What follows belongs to an exercise in optimizing a design on an open flow for a short achievable clock period and few clock cycles; a production flow would make more cautious choices. RTL that was checked went through simulation tests only; none was proved equivalent to the original. No activity file was given, so power comes from the tool's default toggle rates.

==> branch quartz <==
==> flow/design.v <==
module ALU(input [31:0] a, input [31:0] b, input sub, input f0, input arith,
           input [5:0] sel, output [31:0] result);
	wire [31:0] sum = a + (sub ? ~b : b) + {31'd0, sub};
	wire lt = f0 ? (a < b) : ($signed(a) < $signed(b));
	wire [31:0] sll = a << b[4:0];
	wire [32:0] sra = $signed({arith & a[31], a}) >>> b[4:0];
	wire [31:0] x = a ^ b;
	wire [31:0] oa = f0 ? (a & b) : (a | b);
	assign result = ({32{sel[0]}} & sum)
	              | ({32{sel[1]}} & sll)
	              | {31'd0, sel[2] & lt}
	              | ({32{sel[3]}} & x)
	              | ({32{sel[4]}} & sra[31:0])
	              | ({32{sel[5]}} & oa);
endmodule
module BCompare(input [31:0] a, input [31:0] b, input [2:0] f3, output taken);
	wire eq = (a == b);
	wire lt = f3[1] ? (a < b) : ($signed(a) < $signed(b));
	assign taken = f3[2] ? (lt ^ f3[0]) : (eq ^ f3[0]);
endmodule
module ControlUnit(input [31:0] IWord,
                   output wr, output ld, output st, output br,
                   output use1, output use2, output isimm, output sub, output bun,
                   output known, output kval, output f0, output arith,
                   output [5:0] sel);
	wire [6:0] opc = IWord[6:0];
	wire [2:0] f3 = IWord[14:12];
	wire is_r  = (opc == 7'b0110011);
	wire is_i  = (opc == 7'b0010011);
	wire is_ld = (opc == 7'b0000011);
	wire is_st = (opc == 7'b0100011);
	wire is_b  = (opc == 7'b1100011);
	wire is_op = is_r | is_i;
	wire rdnz  = (IWord[11:7] != 5'd0);
	wire same  = (IWord[19:15] == IWord[24:20]);
	wire rs2z  = (IWord[24:20] == 5'd0);
	assign wr   = (is_op | is_ld) & rdnz;
	assign ld   = is_ld;
	assign st   = is_st;
	assign br   = is_b & (f3[2] | ~f3[1]);
	assign use1 = is_op | is_ld | is_st | br;
	assign use2 = is_r | is_st | br;
	assign isimm = ~is_r;
	assign f0 = f3[0];
	assign arith = IWord[30];
	assign sub  = is_r & (f3 == 3'd0) & IWord[30];
	assign bun  = f3[1];
	assign known = same | (rs2z & f3[2] & f3[1]);
	assign kval  = (f3 == 3'd0) | (f3[2] & f3[0]);
	assign sel[0] = ~is_op | (f3 == 3'd0);
	assign sel[1] = is_op & (f3 == 3'd1);
	assign sel[2] = is_op & (f3[2:1] == 2'b01);
	assign sel[3] = is_op & (f3 == 3'd4);
	assign sel[4] = is_op & (f3 == 3'd5);
	assign sel[5] = is_op & (f3[2:1] == 2'b11);
endmodule
module ImmExtend(input [31:0] IWord, output [31:0] imm, output [31:0] bimm);
	wire st = (IWord[6:0] == 7'b0100011);
	assign imm  = {{20{IWord[31]}}, IWord[31:25], st ? IWord[11:7] : IWord[24:20]};
	assign bimm = {{20{IWord[31]}}, IWord[7], IWord[30:25], IWord[11:8], 1'b0};
endmodule
module PC(input [31:0] pc, output [31:0] pc4);
	assign pc4 = pc + 32'd4;
endmodule
module RegFile(input clk, input clr, input [4:0] rs1, input [4:0] rs2,
               input we, input [4:0] rd, input [31:0] din,
               output [31:0] out1, output [31:0] out2);
	reg [31:0] r [1:31];
	integer i;
	always @(posedge clk) begin
		if (clr) begin
			for (i = 1; i <= 31; i = i + 1)
				r[i] <= 32'd0;
		end else if (we && rd != 5'd0) begin
			r[rd] <= din;
		end
	end
	assign out1 = (rs1 == 5'd0) ? 32'd0 : r[rs1];
	assign out2 = (rs2 == 5'd0) ? 32'd0 : r[rs2];
endmodule
module Datapath(input clk,
					input reset,
					output [31:0] imem_addr,
					input [31:0] imem_rdata,
					output [31:0] dmem_addr,
					output [31:0] dmem_wdata,
					output dmem_we,
					input [31:0] dmem_rdata,
					output wb_valid,
					output [4:0] wb_rd,
					output [31:0] wb_data);
reg  [31:0] pc_f;
reg         valid_d;
reg  [31:0] ir_d, pc_d;
reg         f0_e, arith_e, valid_e, wr_e, ld_e, st_e, br_e, pred_e, sub_e, bun_e;
reg  [2:0]  bf3_e;
reg  [5:0]  sel_e;
reg  [4:0]  rd_e;
reg  [31:0] a_e, b_e, s_e, alt_e;
reg         wr_m, ld_m, st_m;
reg  [4:0]  rd_m;
reg  [31:0] res_m, sd_m;
reg         wr_w;
reg  [4:0]  rd_w;
reg  [31:0] data_w;
reg         reset_q;
wire        d_f0, d_arith, d_wr, d_ld, d_st, d_br, d_use1, d_use2, d_isimm, d_sub, d_bun, d_known, d_kval;
wire [5:0]  d_sel;
wire [31:0] d_imm, d_bimm;
wire [4:0]  rs1 = ir_d[19:15];
wire [4:0]  rs2 = ir_d[24:20];
wire [4:0]  rd  = ir_d[11:7];
ControlUnit cu(.IWord(ir_d), .wr(d_wr), .ld(d_ld), .st(d_st), .br(d_br),
               .use1(d_use1), .use2(d_use2), .isimm(d_isimm), .sub(d_sub),
               .bun(d_bun), .known(d_known), .kval(d_kval), .f0(d_f0), .arith(d_arith), .sel(d_sel));
ImmExtend ie(.IWord(ir_d), .imm(d_imm), .bimm(d_bimm));
wire [31:0] rf1, rf2;
RegFile regs(.clk(clk), .clr(reset_q), .rs1(rs1), .rs2(rs2),
             .we(wr_w), .rd(rd_w), .din(data_w), .out1(rf1), .out2(rf2));
wire [31:0] alu_res;
wire        taken;
wire [31:0] m_val = ld_m ? dmem_rdata : res_m;
wire e1 = wr_e & (rd_e == rs1);
wire m1 = wr_m & (rd_m == rs1);
wire w1 = wr_w & (rd_w == rs1);
wire e2 = wr_e & (rd_e == rs2);
wire m2 = wr_m & (rd_m == rs2);
wire w2 = wr_w & (rd_w == rs2);
wire [31:0] fwd1 = e1 ? alu_res : m1 ? m_val : w1 ? data_w : rf1;
wire [31:0] fwd2 = e2 ? alu_res : m2 ? m_val : w2 ? data_w : rf2;
wire stall = valid_d & ld_e & ((d_use1 & e1) | (d_use2 & e2));
wire d_pred = d_br & (d_known ? d_kval : d_bimm[31]);
wire [31:0] d_target = pc_d + d_bimm;
wire [31:0] d_pc4 = pc_d + 32'd4;
wire mispred = valid_e & br_e & (taken ^ pred_e);
wire d_go = valid_d & ~stall & ~mispred;
wire redirect_d = d_go & d_pred;
assign imem_addr = pc_f;
wire [31:0] f_pc4;
PC pcinc(.pc(pc_f), .pc4(f_pc4));
always @(posedge clk) begin
	reset_q <= reset;
	if (reset) begin
		pc_f <= 32'd0;
		valid_d <= 1'b0;
	end else if (mispred) begin
		pc_f <= alt_e;
		valid_d <= 1'b0;
	end else if (!stall) begin
		pc_f <= redirect_d ? d_target : f_pc4;
		valid_d <= ~redirect_d;
	end
	if (!stall) begin
		ir_d <= imem_rdata;
		pc_d <= pc_f;
	end
end
always @(posedge clk) begin
	if (reset) begin
		valid_e <= 1'b0;
		wr_e <= 1'b0;
		ld_e <= 1'b0;
		st_e <= 1'b0;
		br_e <= 1'b0;
	end else begin
		valid_e <= d_go;
		wr_e <= d_go & d_wr;
		ld_e <= d_go & d_ld;
		st_e <= d_go & d_st;
		br_e <= d_go & d_br;
	end
	pred_e <= d_pred;
	sub_e <= d_sub;
	f0_e <= d_f0;
	arith_e <= d_arith;
	bun_e <= d_bun;
	bf3_e <= ir_d[14:12];
	sel_e <= d_sel;
	rd_e <= rd;
	a_e <= fwd1;
	b_e <= d_isimm ? d_imm : fwd2;
	s_e <= fwd2;
	alt_e <= d_pred ? d_pc4 : d_target;
end
ALU alu(.a(a_e), .b(b_e), .sub(sub_e), .f0(f0_e), .arith(arith_e), .sel(sel_e), .result(alu_res));
BCompare bc(.a(a_e), .b(s_e), .f3(bf3_e), .taken(taken));
always @(posedge clk) begin
	if (reset) begin
		wr_m <= 1'b0;
		ld_m <= 1'b0;
		st_m <= 1'b0;
	end else begin
		wr_m <= wr_e;
		ld_m <= ld_e;
		st_m <= st_e;
	end
	rd_m <= rd_e;
	res_m <= alu_res;
	sd_m <= s_e;
end
assign dmem_addr = res_m;
assign dmem_wdata = sd_m;
assign dmem_we = st_m;
always @(posedge clk) begin
	if (reset)
		wr_w <= 1'b0;
	else
		wr_w <= wr_m;
	rd_w <= rd_m;
	data_w <= m_val;
end
assign wb_valid = wr_w;
assign wb_rd = rd_w;
assign wb_data = data_w;
endmodule
==> flow/run.sh <==
#!/bin/bash
# synth_recipe.tcl (not shown) runs the flow's synth.tcl, then flattens the netlist and writes it again
# the make line also repeats each setting of config.mk as NAME=value (left out here)
make -C /OpenROAD-flow-scripts/flow DESIGN_CONFIG=/design/flow/config.mk WORK_HOME=/design/flow/orfs CLKGATE_MAP_FILE= SYNTH_SCRIPT=/design/flow/synth_recipe.tcl finish
==> flow/config.mk <==
export PLATFORM = sky130hd
export DESIGN_NAME = Datapath
export DESIGN_NICKNAME = Datapath
export VERILOG_FILES = /design/flow/design.v
export SDC_FILE = /design/flow/constraint.sdc
export NUM_CORES = 4
export LEC_CHECK = 0
export CAP_MARGIN = 20
export CORE_MARGIN = 2
export CORE_UTILIZATION = 40
export PLACE_DENSITY = 0.6
export SLEW_MARGIN = 20
==> flow/constraint.sdc <==
create_clock -name core_clock -period 14.0 [get_ports {clk}]
set_input_delay 2.8000 -clock core_clock [delete_from_list [all_inputs] [get_ports {clk}]]
set_output_delay 2.8000 -clock core_clock [all_outputs]
set_load 0.01 [all_outputs]
==> inputs of branch raven, as changes to branch quartz <==
--- a/flow/design.v
+++ b/flow/design.v
@@ -93,4 +93,9 @@
 reg         valid_d;
-reg  [31:0] ir_d, pc_d;
-reg         f0_e, arith_e, valid_e, wr_e, ld_e, st_e, br_e, pred_e, sub_e, bun_e;
+reg  [31:0] ir_d, pc_d, bt_d;
+reg         bp_d, bh_d;
+reg  [1:0]  ctr_d;
+reg         known_e, hint_e;
+reg  [5:0]  bidx_e;
+reg  [1:0]  ctr_e;
+reg         tbad_e, f0_e, arith_e, valid_e, wr_e, ld_e, st_e, br_e, pred_e, sub_e, bun_e;
 reg  [2:0]  bf3_e;
@@ -98,3 +103,3 @@
 reg  [4:0]  rd_e;
-reg  [31:0] a_e, b_e, s_e, alt_e;
+reg  [31:0] a_e, b_e, s_e, alt_e, tgt_e;
 reg         wr_m, ld_m, st_m;
@@ -131,9 +136,40 @@
 wire stall = valid_d & ld_e & ((d_use1 & e1) | (d_use2 & e2));
-wire d_pred = d_br & (d_known ? d_kval : d_bimm[31]);
+wire d_pred = d_br & (d_known ? d_kval : d_bimm[31] ^ ctr_d[1]);
 wire [31:0] d_target = pc_d + d_bimm;
 wire [31:0] d_pc4 = pc_d + 32'd4;
-wire mispred = valid_e & br_e & (taken ^ pred_e);
+wire wrongdir = taken ^ pred_e;
+wire mispred = br_e & (wrongdir | tbad_e);
+wire [31:0] e_newpc = wrongdir ? alt_e : tgt_e;
 wire d_go = valid_d & ~stall & ~mispred;
-wire redirect_d = d_go & d_pred;
+wire redirect_d = d_go & (d_pred ^ bp_d);
 assign imem_addr = pc_f;
+localparam NB = 4;
+reg  [NB-1:0] bv;
+reg  [9:0]    btag [0:NB-1];
+reg  [31:0]   btgt [0:NB-1];
+reg  [NB-1:0] bknown, bhnt;
+reg  [1:0]    bptr;
+reg  [NB-1:0] bhit;
+reg  [31:0]   f_btgt;
+integer k;
+always @(*) begin
+	f_btgt = 32'd0;
+	for (k = 0; k < NB; k = k + 1) begin
+		bhit[k] = bv[k] & (btag[k] == pc_f[11:2]);
+		f_btgt = f_btgt | ({32{bhit[k]}} & btgt[k]);
+	end
+end
+wire f_bh = |bhit;
+reg  f_bk, f_bhint;
+always @(*) begin
+	f_bk = 1'b0;
+	f_bhint = 1'b0;
+	for (k = 0; k < NB; k = k + 1) begin
+		f_bk = f_bk | (bhit[k] & bknown[k]);
+		f_bhint = f_bhint | (bhit[k] & bhnt[k]);
+	end
+end
+reg  [1:0] bht [0:63];
+wire [1:0] f_ctr = bht[pc_f[7:2]];
+wire f_bp = f_bh & (f_bk | (f_bhint ^ f_ctr[1]));
 wire [31:0] f_pc4;
@@ -146,6 +182,6 @@
 	end else if (mispred) begin
-		pc_f <= alt_e;
+		pc_f <= e_newpc;
 		valid_d <= 1'b0;
 	end else if (!stall) begin
-		pc_f <= redirect_d ? d_target : f_pc4;
+		pc_f <= redirect_d ? (d_pred ? d_target : d_pc4) : f_bp ? f_btgt : f_pc4;
 		valid_d <= ~redirect_d;
@@ -155,2 +191,22 @@
 		pc_d <= pc_f;
+		bp_d <= f_bp;
+		bh_d <= f_bh;
+		bt_d <= f_btgt;
+		ctr_d <= f_ctr;
+	end
+end
+wire btb_ins = d_go & d_pred & ~bh_d;
+always @(posedge clk) begin
+	if (reset) begin
+		bv <= {NB{1'b0}};
+		bptr <= 2'd0;
+	end else if (btb_ins) begin
+		bv[bptr] <= 1'b1;
+		bptr <= bptr + 2'd1;
+	end
+	if (btb_ins) begin
+		btag[bptr] <= pc_d[11:2];
+		btgt[bptr] <= d_target;
+		bknown[bptr] <= d_known;
+		bhnt[bptr] <= d_bimm[31];
 	end
@@ -172,2 +228,7 @@
 	pred_e <= d_pred;
+	known_e <= d_known;
+	hint_e <= d_bimm[31];
+	bidx_e <= pc_d[7:2];
+	ctr_e <= ctr_d;
+	tbad_e <= d_pred & bp_d & (bt_d != d_target);
 	sub_e <= d_sub;
@@ -183,2 +244,3 @@
 	alt_e <= d_pred ? d_pc4 : d_target;
+	tgt_e <= d_target;
 end
@@ -200,2 +262,15 @@
 end
+wire agree = (taken == hint_e);
+always @(posedge clk) begin
+	if (reset) begin
+		for (k = 0; k < 64; k = k + 1)
+			bht[k] <= 2'd0;
+	end else if (br_e & ~known_e) begin
+		if (agree) begin
+			if (ctr_e != 2'd0) bht[bidx_e] <= ctr_e - 2'd1;
+		end else begin
+			if (ctr_e != 2'd3) bht[bidx_e] <= ctr_e + 2'd1;
+		end
+	end
+end
 assign dmem_addr = res_m;
==> flow/flow/run.sh (new file) <==
#!/bin/bash
cp standard.sh standard.sh.log
export SETUP_SLACK_MARGIN=${SETUP_SLACK_MARGIN_OVERRIDE:-10}
bash standard.sh > standard.log 2>&1
==> flow/standard.sh (new file) <==
#!/bin/bash
# synth_recipe.tcl (not shown) runs the flow's synth.tcl, then flattens the netlist and writes it again
# the make line also repeats each setting of config.mk as NAME=value (left out here)
make -C /OpenROAD-flow-scripts/flow DESIGN_CONFIG=/design/flow/config.mk WORK_HOME=/design/flow/orfs CLKGATE_MAP_FILE= SYNTH_SCRIPT=/design/flow/synth_recipe.tcl "${@:-finish}"
--- a/flow/config.mk
+++ b/flow/config.mk
@@ -7,2 +7,3 @@
 export LEC_CHECK = 0
+export ABC_CLOCK_PERIOD_IN_PS = 3500
 export CAP_MARGIN = 20
removed: flow/run.sh
==> inputs of branch juniper, as changes to branch quartz <==
--- a/flow/design.v
+++ b/flow/design.v
@@ -3,3 +3,4 @@
 	wire [31:0] sum = a + (sub ? ~b : b) + {31'd0, sub};
-	wire lt = f0 ? (a < b) : ($signed(a) < $signed(b));
+	wire lt, eq;
+	LtTree cmp(.a(a), .b(b), .sgn(~f0), .lt(lt), .eq(eq));
 	wire [31:0] sll = a << b[4:0];
@@ -16,5 +17,36 @@
 module BCompare(input [31:0] a, input [31:0] b, input [2:0] f3, output taken);
-	wire eq = (a == b);
-	wire lt = f3[1] ? (a < b) : ($signed(a) < $signed(b));
+	wire eq, lt;
+	LtTree cmp(.a(a), .b(b), .sgn(~f3[1]), .lt(lt), .eq(eq));
 	assign taken = f3[2] ? (lt ^ f3[0]) : (eq ^ f3[0]);
+endmodule
+module LtTree(input [31:0] a, input [31:0] b, input sgn, output lt, output eq);
+	wire [31:0] aa = {a[31] ^ sgn, a[30:0]};
+	wire [31:0] bb = {b[31] ^ sgn, b[30:0]};
+	wire [31:0] g0 = ~aa & bb;
+	wire [31:0] e0 = ~(aa ^ bb);
+	wire [15:0] g1, e1;
+	wire [7:0]  g2, e2;
+	wire [3:0]  g3, e3;
+	wire [1:0]  g4, e4;
+	genvar i;
+	generate
+		for (i = 0; i < 16; i = i + 1) begin : l1
+			assign g1[i] = g0[2*i+1] | (e0[2*i+1] & g0[2*i]);
+			assign e1[i] = e0[2*i+1] & e0[2*i];
+		end
+		for (i = 0; i < 8; i = i + 1) begin : l2
+			assign g2[i] = g1[2*i+1] | (e1[2*i+1] & g1[2*i]);
+			assign e2[i] = e1[2*i+1] & e1[2*i];
+		end
+		for (i = 0; i < 4; i = i + 1) begin : l3
+			assign g3[i] = g2[2*i+1] | (e2[2*i+1] & g2[2*i]);
+			assign e3[i] = e2[2*i+1] & e2[2*i];
+		end
+		for (i = 0; i < 2; i = i + 1) begin : l4
+			assign g4[i] = g3[2*i+1] | (e3[2*i+1] & g3[2*i]);
+			assign e4[i] = e3[2*i+1] & e3[2*i];
+		end
+	endgenerate
+	assign lt = g4[1] | (e4[1] & g4[0]);
+	assign eq = e4[1] & e4[0];
 endmodule
@@ -65,3 +97,3 @@
 module RegFile(input clk, input clr, input [4:0] rs1, input [4:0] rs2,
-               input we, input [4:0] rd, input [31:0] din,
+               input [31:1] wen, input [31:0] din,
                output [31:0] out1, output [31:0] out2);
@@ -70,7 +102,7 @@
 	always @(posedge clk) begin
-		if (clr) begin
-			for (i = 1; i <= 31; i = i + 1)
+		for (i = 1; i <= 31; i = i + 1) begin
+			if (clr)
 				r[i] <= 32'd0;
-		end else if (we && rd != 5'd0) begin
-			r[rd] <= din;
+			else if (wen[i])
+				r[i] <= din;
 		end
@@ -92,5 +124,12 @@
 reg  [31:0] pc_f;
+reg  [31:2] pcx;
 reg         valid_d;
 reg  [31:0] ir_d, pc_d;
-reg         f0_e, arith_e, valid_e, wr_e, ld_e, st_e, br_e, pred_e, sub_e, bun_e;
+reg         bp_d, bh_d;
+reg  [12:1] bi_d;
+reg  [1:0]  ctr_d;
+reg         known_e, hint_e;
+reg  [5:0]  bidx_e;
+reg  [1:0]  ctr_e;
+reg         tbad_e, f0_e, arith_e, valid_e, wr_e, ld_e, st_e, br_e, pred_e, sub_e, bun_e;
 reg  [2:0]  bf3_e;
@@ -105,2 +144,4 @@
 reg  [31:0] data_w;
+reg  [31:1] wen_w;
+reg  [31:0] daddr_q, wbd_q;
 reg         reset_q;
@@ -118,3 +159,3 @@
 RegFile regs(.clk(clk), .clr(reset_q), .rs1(rs1), .rs2(rs2),
-             .we(wr_w), .rd(rd_w), .din(data_w), .out1(rf1), .out2(rf2));
+             .wen(wen_w), .din(data_w), .out1(rf1), .out2(rf2));
 wire [31:0] alu_res;
@@ -131,11 +172,50 @@
 wire stall = valid_d & ld_e & ((d_use1 & e1) | (d_use2 & e2));
-wire d_pred = d_br & (d_known ? d_kval : d_bimm[31]);
+wire d_pred = d_br & (d_known ? d_kval : d_bimm[31] ^ ctr_d[1]);
 wire [31:0] d_target = pc_d + d_bimm;
 wire [31:0] d_pc4 = pc_d + 32'd4;
-wire mispred = valid_e & br_e & (taken ^ pred_e);
+wire mispred = br_e & ((taken ^ pred_e) | tbad_e);
 wire d_go = valid_d & ~stall & ~mispred;
-wire redirect_d = d_go & d_pred;
+wire d_tbad = d_pred & bp_d & (bi_d != d_bimm[12:1]);
+wire [31:0] zs = a_e ^ b_e ^ {a_e[30:0] | b_e[30:0], 1'b0};
+wire e_sumz = ~|zs;
+wire d_fuse = e1 & wr_e & ~ld_e & sel_e[0] & ~sub_e & (rs2 == 5'd0) & (ir_d[14:13] == 2'b00);
+wire d_final = ~d_br ? 1'b0 : d_fuse ? (e_sumz ^ ir_d[12]) : d_pred;
+wire redirect_d = d_go & (d_final ^ bp_d);
 assign imem_addr = pc_f;
+localparam NB = 4;
+reg  [NB-1:0] bv;
+reg  [31:2]   btag [0:NB-1];
+reg  [12:1]   bimm [0:NB-1];
+reg  [31:0]   btgt [0:NB-1];
+reg  [NB-1:0] bknown, bhnt;
+reg  [1:0]    bptr;
+reg  [NB-1:0] bhit;
+reg  [31:0]   f_btgt;
+reg  [12:1]   f_bimm;
+integer k;
+always @(*) begin
+	f_btgt = 32'd0;
+	f_bimm = 12'd0;
+	for (k = 0; k < NB; k = k + 1) begin
+		bhit[k] = bv[k] & (btag[k] == pcx);
+		f_btgt = f_btgt | ({32{bhit[k]}} & btgt[k]);
+		f_bimm = f_bimm | ({12{bhit[k]}} & bimm[k]);
+	end
+end
+wire f_bh = |bhit;
+reg  f_bk, f_bhint;
+always @(*) begin
+	f_bk = 1'b0;
+	f_bhint = 1'b0;
+	for (k = 0; k < NB; k = k + 1) begin
+		f_bk = f_bk | (bhit[k] & bknown[k]);
+		f_bhint = f_bhint | (bhit[k] & bhnt[k]);
+	end
+end
+reg  [1:0] bht [0:63];
+wire [1:0] f_ctr = bht[pcx[7:2]];
+wire f_bp = f_bh & (f_bk | (f_bhint ^ f_ctr[1]));
 wire [31:0] f_pc4;
 PC pcinc(.pc(pc_f), .pc4(f_pc4));
+wire [31:0] f_next = redirect_d ? (bp_d ? d_pc4 : d_target) : f_bp ? f_btgt : f_pc4;
 always @(posedge clk) begin
@@ -149,5 +229,9 @@
 	end else if (!stall) begin
-		pc_f <= redirect_d ? d_target : f_pc4;
+		pc_f <= f_next;
 		valid_d <= ~redirect_d;
 	end
+	if (mispred)
+		pcx <= alt_e[31:2];
+	else if (!stall)
+		pcx <= f_next[31:2];
 	if (!stall) begin
@@ -155,2 +239,36 @@
 		pc_d <= pc_f;
+		bp_d <= f_bp;
+		bh_d <= f_bh;
+		bi_d <= f_bimm;
+		ctr_d <= f_ctr;
+	end
+end
+wire btb_ins = valid_d & ~stall & d_final & ~bh_d;
+reg        ins_q;
+reg [31:2] ins_tag;
+reg [12:1] ins_imm;
+reg        ins_known, ins_hint;
+reg [31:0] ins_tgt;
+always @(posedge clk) begin
+	ins_q <= btb_ins;
+	ins_tag <= pc_d[31:2];
+	ins_imm <= d_bimm[12:1];
+	ins_tgt <= d_target;
+	ins_known <= d_known;
+	ins_hint <= d_bimm[31];
+end
+always @(posedge clk) begin
+	if (reset_q | (br_e & tbad_e)) begin
+		bv <= {NB{1'b0}};
+		bptr <= 2'd0;
+	end else if (ins_q) begin
+		bv[bptr] <= 1'b1;
+		bptr <= bptr + 2'd1;
+	end
+	if (ins_q) begin
+		btag[bptr] <= ins_tag;
+		bimm[bptr] <= ins_imm;
+		btgt[bptr] <= ins_tgt;
+		bknown[bptr] <= ins_known;
+		bhnt[bptr] <= ins_hint;
 	end
@@ -171,3 +289,8 @@
 	end
-	pred_e <= d_pred;
+	pred_e <= d_final;
+	known_e <= d_known;
+	hint_e <= d_bimm[31];
+	bidx_e <= pc_d[7:2];
+	ctr_e <= ctr_d;
+	tbad_e <= d_tbad;
 	sub_e <= d_sub;
@@ -182,3 +305,3 @@
 	s_e <= fwd2;
-	alt_e <= d_pred ? d_pc4 : d_target;
+	alt_e <= d_tbad ? pc_d : d_pred ? d_pc4 : d_target;
 end
@@ -198,5 +321,19 @@
 	res_m <= alu_res;
+	daddr_q <= alu_res & {32{ld_e | st_e}};
 	sd_m <= s_e;
 end
-assign dmem_addr = res_m;
+wire agree = (taken == hint_e);
+always @(posedge clk) begin
+	if (reset_q) begin
+		for (k = 0; k < 64; k = k + 1)
+			bht[k] <= 2'd0;
+	end else if (br_e & ~known_e) begin
+		if (agree) begin
+			if (ctr_e != 2'd0) bht[bidx_e] <= ctr_e - 2'd1;
+		end else begin
+			if (ctr_e != 2'd3) bht[bidx_e] <= ctr_e + 2'd1;
+		end
+	end
+end
+assign dmem_addr = daddr_q;
 assign dmem_wdata = sd_m;
@@ -204,8 +341,13 @@
 always @(posedge clk) begin
-	if (reset)
+	if (reset) begin
 		wr_w <= 1'b0;
-	else
+		wen_w <= 31'd0;
+	end else begin
 		wr_w <= wr_m;
+		for (k = 1; k < 32; k = k + 1)
+			wen_w[k] <= wr_m & (rd_m == k);
+	end
 	rd_w <= rd_m;
 	data_w <= m_val;
+	wbd_q <= m_val & {32{wr_m}};
 end
@@ -213,3 +355,3 @@
 assign wb_rd = rd_w;
-assign wb_data = data_w;
-endmodule
+assign wb_data = wbd_q;
+endmodule
==> flow/flow/run.sh (new file) <==
#!/bin/bash
cp standard.sh standard.sh.log
export SETUP_SLACK_MARGIN=${SETUP_SLACK_MARGIN_OVERRIDE:-10}
bash standard.sh > standard.log 2>&1
==> flow/standard.sh (new file) <==
#!/bin/bash
# synth_recipe.tcl (not shown) runs the flow's synth.tcl, then flattens the netlist and writes it again
# the make line also repeats each setting of config.mk as NAME=value (left out here)
make -C /OpenROAD-flow-scripts/flow DESIGN_CONFIG=/design/flow/config.mk WORK_HOME=/design/flow/orfs CLKGATE_MAP_FILE= SYNTH_SCRIPT=/design/flow/synth_recipe.tcl "${@:-finish}"
--- a/flow/config.mk
+++ b/flow/config.mk
@@ -7,6 +7,7 @@
 export LEC_CHECK = 0
+export ABC_CLOCK_PERIOD_IN_PS = 3500
 export CAP_MARGIN = 20
 export CORE_MARGIN = 2
-export CORE_UTILIZATION = 40
-export PLACE_DENSITY = 0.6
+export CORE_UTILIZATION = 55
+export PLACE_DENSITY = 0.7
 export SLEW_MARGIN = 20
removed: flow/run.sh
==> results.txt <==
|  | branch raven | branch juniper | branch quartz |
|---|---|---|---|
| Met3 Resource Use GR | 0.09632 | 0.2039 | 0.06453 |
| Share of layout cells above drive strength 1 | 0.3201 | 0.1627 | 0.2114 |
| EDFF count, synth | 1428 | 542 | 1088 |
| Reg area | 50540 um2 | 46010 um2 | 38800 um2 |
| Unrepaired setup endpoints after global routing | yes | yes | no |
| Number of cell instances on the worst register-to-register path | 17 | 13 | 9 |
| Pin slew with the least headroom to its limit | 1.141 ns | 1.356 ns | 1.107 ns |
| Initial DRC count | 9959 | 18340 | 6862 |
| Req. time, crit path | 14.54 ns | 14.75 ns | 14.74 ns |
| Endpoint of the worst setup timing path | bht[18][1] | a_e[23] | a_e[1] |
| Cell group occupying the most layout area | registers | multi-input combinational cells | registers |
| Net switching component of the power | 0.004742 W | 0.003265 W | 0.003580 W |
| Post-layout net count | 7855 | 9905 | 6246 |
| Drt pass-1 iters | 8 | 14 | 6 |
| Post-Synth Simple-Gate Area | 0.1240 | 0.1270 | 0.1301 |
| Outcome | finished clean | finished clean | finished clean |
| Hpwl dp | 200100 um | 261700 um | 176300 um |
| PnR worst setup slack | 9.616 ns | 9.614 ns | 8.824 ns |
| Total area of multi-input combinational cells | 44870 um2 | 47500 um2 | 37250 um2 |
| Post-Layout Inst Area | 115900 um2 | 111000 um2 | 88510 um2 |
| Most common cell after layout, fill and taps aside | sky130_fd_sc_hd__edfxtp_1 | sky130_fd_sc_hd__nor2_1 | sky130_fd_sc_hd__edfxtp_1 |
Testbench counts of branch raven, summed over its fixed seeds: cycles 58,953.
Testbench counts of branch juniper, summed over its fixed seeds: cycles 58,268.
The RTL of branch quartz was laid out without a check of its function.

-- afterwards: timing with drivers on the ports --
The flow's constraints put no driver on any port. The routed layouts listed below were extracted and timed again, unchanged, in two steps.
Step 1 assumes that a clkbuf_16 drives the clock port and a buf_2 every other input.
Step 2 moves the port delays by t, midway between the first and last clock arrival at a register: inputs arrive t later, outputs are due t later. That takes back most of the time a late clock gives input paths.
Slacks: no drivers / after step 1 / after step 2; pairs: no drivers / after step 1.
| run | t, ns | setup slack, ns | clock arrival spread, ns | worst data-port slew with drivers (ns) |
|---|---|---|---|---|
| branch quartz | 0.916 | 8.824 / 8.791 / 8.824 | 0.033 / 0.034 | 0.07 |
| branch raven | 0.932 | 9.616 / 9.586 / 8.787 | 0.084 / 0.083 | 0.09 |
| branch juniper | 0.933 | 9.614 / 9.614 / 9.220 | 0.096 / 0.095 | 0.10 |
After both steps setup and hold are still met in every run listed. The setup slack of branch raven, which loses most, moves by -0.030 ns with the drivers and by -0.829 ns with both steps.
